What follows belongs to an exercise in optimizing a design on an open flow for small area; a production flow would make more cautious choices.
At most, simulation tests tie the RTL to the original design; equivalence was not proved.
Power figures rest on the tool's default switching activity, not on a simulated workload.

==> job 7744: inputs <==
// soc_riscv_core
module soc_riscv_core
(
    input  logic               clk,
    input  logic               rst,
    input  logic [31:0]        core_instr_RDATA,
    input  logic               core_instr_RVALID,
    output logic               core_instr_RREADY,
    input  logic               core_instr_ARREADY,
    output logic [31:0]        core_instr_ARADDR,
    output logic               core_instr_ARVALID,
    output logic [31:0]        core_data_ARADDR,
    output logic               core_data_ARVALID,
    input  logic               core_data_ARREADY,
    output logic               core_data_RREADY,
    input  logic [31:0]        core_data_RDATA,
    input  logic               core_data_RVALID,
    output logic [31:0]        core_data_AWADDR,
    output logic               core_data_AWVALID,
    input  logic               core_data_AWREADY,
    output logic [31:0]        core_data_WDATA,
    input  logic               core_data_WREADY,
    output logic               core_data_WVALID
);
    logic [31:0] instr;
    logic [6:0]  opc;
    logic [2:0]  f3;
    logic        f7z, f7s;
    assign instr = core_instr_RDATA;
    assign opc   = instr[6:0];
    assign f3    = instr[14:12];
    assign f7z   = (instr[31:25] == 7'b0000000);
    assign f7s   = (instr[31:25] == 7'b0100000);
    logic is_op, is_opimm, is_lui, is_auipc, is_br, is_load, is_store, is_jalr, is_jal;
    assign is_op    = (opc == 7'b0110011);
    assign is_opimm = (opc == 7'b0010011);
    assign is_lui   = (opc == 7'b0110111);
    assign is_auipc = (opc == 7'b0010111);
    assign is_br    = (opc == 7'b1100011);
    assign is_load  = (opc == 7'b0000011);
    assign is_store = (opc == 7'b0100011);
    assign is_jalr  = (opc == 7'b1100111) & (f3 == 3'b000);
    assign is_jal   = (opc == 7'b1101111);
    logic mem_op, is_branch, is_jump, reg_wr;
    assign mem_op    = is_load | is_store;
  ...
clock: 12.0 ns
lec_check: 0
cap_margin: 20
core_margin: 2
core_utilization: 40
slew_margin: 20
synth_hierarchical: 1
run.sh (not shown) runs the stock make flow with config.mk's settings and CLKGATE_MAP_FILE= SYNTH_SCRIPT=/design/flow/synth_recipe.tcl, a recipe that flattens the netlist after the stock synthesis.
==> job 1287: changes against job 7744 <==
--- a/flow/design.v
+++ b/flow/design.v
@@ -133,37 +133,48 @@
     assign sel_sltu = rr & (f3 == 3'd3);
     assign sel_xor  = rr & (f3 == 3'd4);
     assign sel_or   = rr & (f3 == 3'd6);
     assign sel_and  = rr & (f3 == 3'd7);
     assign sel_sll  = (is_op | is_opimm) & f7z & (f3 == 3'd1);
     assign sel_srl  = (is_op | is_opimm) & f7z & (f3 == 3'd5);
     assign sel_sra  = (is_op | is_opimm) & f7s & (f3 == 3'd5);
+    logic [31:0] shin, shr, shl_out;
+    logic        fill;
+    assign fill = instr[30] & rs1[31];
+    genvar gs;
+    generate
+        for (gs = 0; gs < 32; gs++) begin : g_rev
+            assign shin[gs]    = instr[14] ? rs1[gs] : rs1[31-gs];
+            assign shl_out[gs] = shr[31-gs];
+        end
+    endgenerate
+    logic [63:0] shx;
+    assign shx = {{32{fill}}, shin} >> shamt;
+    assign shr = shx[31:0];
     logic [31:0] ex_out;
-    logic signed [31:0] rs1s;
-    assign rs1s = rs1;
     always_comb begin
         ex_out = 32'd0;
         if (sel_add)  ex_out = sum;
         if (sel_sub)  ex_out = diff[31:0];
         if (sel_slt)  ex_out = {31'd0, lt};
         if (sel_sltu) ex_out = {31'd0, ltu};
         if (sel_xor)  ex_out = rs1 ^ opb;
         if (sel_or)   ex_out = rs1 | opb;
         if (sel_and)  ex_out = rs1 & opb;
-        if (sel_sll)  ex_out = rs1 << shamt;
-        if (sel_srl)  ex_out = rs1 >> shamt;
-        if (sel_sra)  ex_out = rs1s >>> shamt;
+        if (sel_sll)  ex_out = shl_out;
+        if (sel_srl | sel_sra) ex_out = shr;
     end
     logic cmp;
     assign cmp = f3[2] ? ((f3[1] ? ltu : lt) ^ f3[0]) : (eq ^ (f3[0] & ~f3[1]));
     logic [31:0] new_pc;
     assign new_pc = (is_br & ~cmp) ? cur_pc4 : sum;
     logic [1:0]  ls_state;
     logic [31:0] wds, asy;
     logic        rsync, osync;
+    assign rsync = ~(csync[2] & (csync[1] | csync[0]));
     logic [4:0]  rdsync;
     logic [2:0]  csync;
     logic        d_arvalid, d_rready, awvalid, wvalid;
     logic [29:0] d_araddr, awaddr;
     logic [31:0] wdata;
     logic [2:0] mem_control;
     always_comb begin
@@ -310,15 +321,14 @@
             2'b10:   if (wvalid) ls_state <= 2'b00;
             default: ls_state <= 2'b00;
         endcase
     end
     always_ff @(posedge clk) begin
         if (ls_state == 2'b00) begin
             wds    <= st_data;
-            rsync  <= mem_read;
             asy    <= {sum[31:2], ex_out[1:0]};
             osync  <= mem_op;
             rdsync <= instr[11:7];
             csync  <= mem_control;
         end
     end
     always_ff @(posedge clk) begin
- CAP_MARGIN: 20 -> 0
- CTS_CLUSTER_DIAMETER: default -> 90
- CTS_CLUSTER_SIZE: default -> 25
- GPL_TIMING_DRIVEN: default -> 0
- SLEW_MARGIN: 20 -> 0
==> job 8227: changes against job 7744 <==
--- a/flow/design.v
+++ b/flow/design.v
@@ -133,37 +133,48 @@
     assign sel_sltu = rr & (f3 == 3'd3);
     assign sel_xor  = rr & (f3 == 3'd4);
     assign sel_or   = rr & (f3 == 3'd6);
     assign sel_and  = rr & (f3 == 3'd7);
     assign sel_sll  = (is_op | is_opimm) & f7z & (f3 == 3'd1);
     assign sel_srl  = (is_op | is_opimm) & f7z & (f3 == 3'd5);
     assign sel_sra  = (is_op | is_opimm) & f7s & (f3 == 3'd5);
+    logic [31:0] shin, shr, shl_out;
+    logic        fill;
+    assign fill = instr[30] & rs1[31];
+    genvar gs;
+    generate
+        for (gs = 0; gs < 32; gs++) begin : g_rev
+            assign shin[gs]    = instr[14] ? rs1[gs] : rs1[31-gs];
+            assign shl_out[gs] = shr[31-gs];
+        end
+    endgenerate
+    logic [63:0] shx;
+    assign shx = {{32{fill}}, shin} >> shamt;
+    assign shr = shx[31:0];
     logic [31:0] ex_out;
-    logic signed [31:0] rs1s;
-    assign rs1s = rs1;
     always_comb begin
         ex_out = 32'd0;
         if (sel_add)  ex_out = sum;
         if (sel_sub)  ex_out = diff[31:0];
         if (sel_slt)  ex_out = {31'd0, lt};
         if (sel_sltu) ex_out = {31'd0, ltu};
         if (sel_xor)  ex_out = rs1 ^ opb;
         if (sel_or)   ex_out = rs1 | opb;
         if (sel_and)  ex_out = rs1 & opb;
-        if (sel_sll)  ex_out = rs1 << shamt;
-        if (sel_srl)  ex_out = rs1 >> shamt;
-        if (sel_sra)  ex_out = rs1s >>> shamt;
+        if (sel_sll)  ex_out = shl_out;
+        if (sel_srl | sel_sra) ex_out = shr;
     end
     logic cmp;
     assign cmp = f3[2] ? ((f3[1] ? ltu : lt) ^ f3[0]) : (eq ^ (f3[0] & ~f3[1]));
     logic [31:0] new_pc;
     assign new_pc = (is_br & ~cmp) ? cur_pc4 : sum;
     logic [1:0]  ls_state;
     logic [31:0] wds, asy;
     logic        rsync, osync;
+    assign rsync = ~(csync[2] & (csync[1] | csync[0]));
     logic [4:0]  rdsync;
     logic [2:0]  csync;
     logic        d_arvalid, d_rready, awvalid, wvalid;
     logic [29:0] d_araddr, awaddr;
     logic [31:0] wdata;
     logic [2:0] mem_control;
     always_comb begin
@@ -310,15 +321,14 @@
             2'b10:   if (wvalid) ls_state <= 2'b00;
             default: ls_state <= 2'b00;
         endcase
     end
     always_ff @(posedge clk) begin
         if (ls_state == 2'b00) begin
             wds    <= st_data;
-            rsync  <= mem_read;
             asy    <= {sum[31:2], ex_out[1:0]};
             osync  <= mem_op;
             rdsync <= instr[11:7];
             csync  <= mem_control;
         end
     end
     always_ff @(posedge clk) begin
- CTS_CLUSTER_DIAMETER: default -> 90
- CTS_CLUSTER_SIZE: default -> 25
==> reports/metrics.csv <==
stage;metric;value;unit
worst_setup_path;crit path DAT;11.77;ns
final_layout;fill count;15000;
die;# Taps;2044;
worst_hold_path;hold path endpoint;wdata[1];
synth;post-synthesis area per instance;9.15;um2
grt;GR met1 Demand/Resource;0.495;
status;status;finished clean;
power;sequential power;5850;uW
route;metal3 WL;51200;um
final_layout;register area;26400;um2
[end of results for job 8227]
==> reports/metrics.csv <==
stage;metric;value;unit
status;status;finished clean;
final_layout;fill count;14900;
synth;post-synthesis area per instance;9.24;um2
die;# Taps;2058;
final_layout;Antenna Cells;30;
worst_setup_path;crit path DAT;12.16;ns
power;sequential power;5900;uW
final_layout;register area;26400;um2
grt;met2 Usage GRT;0.614;
grt;GR met1 Demand/Resource;0.491;
worst_hold_path;hold path endpoint;wdata[28];
timing;worst-margin pin slew;1.35;ns
route;metal3 WL;44200;um
cts;clock root cell;clkbuf_16;
[end of results for job 7744]
==> reports/metrics.csv <==
stage;metric;value;unit
job;max-cap check violation count;9;
worst_hold_path;hold path endpoint;wdata[24];
status;status;finished with violations;
synth;fraction of the yosys area taken by sequential cells;0.424;
die;# Taps;2044;
power;sequential power;5800;uW
synth;post-synthesis area per instance;9.15;um2
grt;GR met1 Demand/Resource;0.530;
route;vias per inst;7.56;
route;metal3 WL;47300;um
timing;worst setup margin;-0.288;ns
timing;Pins Over Slew Limit;34;
status;SO Faults;max-capacitance violations, max-slew violations, negative setup slack;
worst_setup_path;crit path DAT;12.86;ns
timing;Final setup viols;122;
[end of results for job 1287]
For job 1287 and job 8227, only the layout was checked, not whether the RTL still works.

-- static timing again, ports no longer ideal --
Ports are ideal in the flow. The routed layouts listed here were re-timed in OpenROAD. Step 1 assumes that a clkbuf_16 drives the clock port and a buf_2 every other input. Step 2 adds t to the input delays and takes it off the output delays; t is the mean of the earliest and latest rising clock arrival at the registers after step 1. Input paths then give back, and output paths get back, about the clock's delay inside the block. a / b / c = ideal ports / drivers / drivers and shift; a / b = the first two.
run | t, ns | setup slack, ns | worst setup path at the end
job 7744 | 0.878 | 0.482 / 0.534 / -0.344 | input to register
job 1287 | 0.814 | -0.288 / -0.238 / -1.052 | input to register
job 8227 | 0.829 | 0.822 / 0.864 / 0.035 | input to register
Met with ideal ports but missed after step 2: setup timing in job 7744. The setup slack of job 7744, which loses most, moves by +0.052 ns with the drivers and by -0.826 ns with both steps.
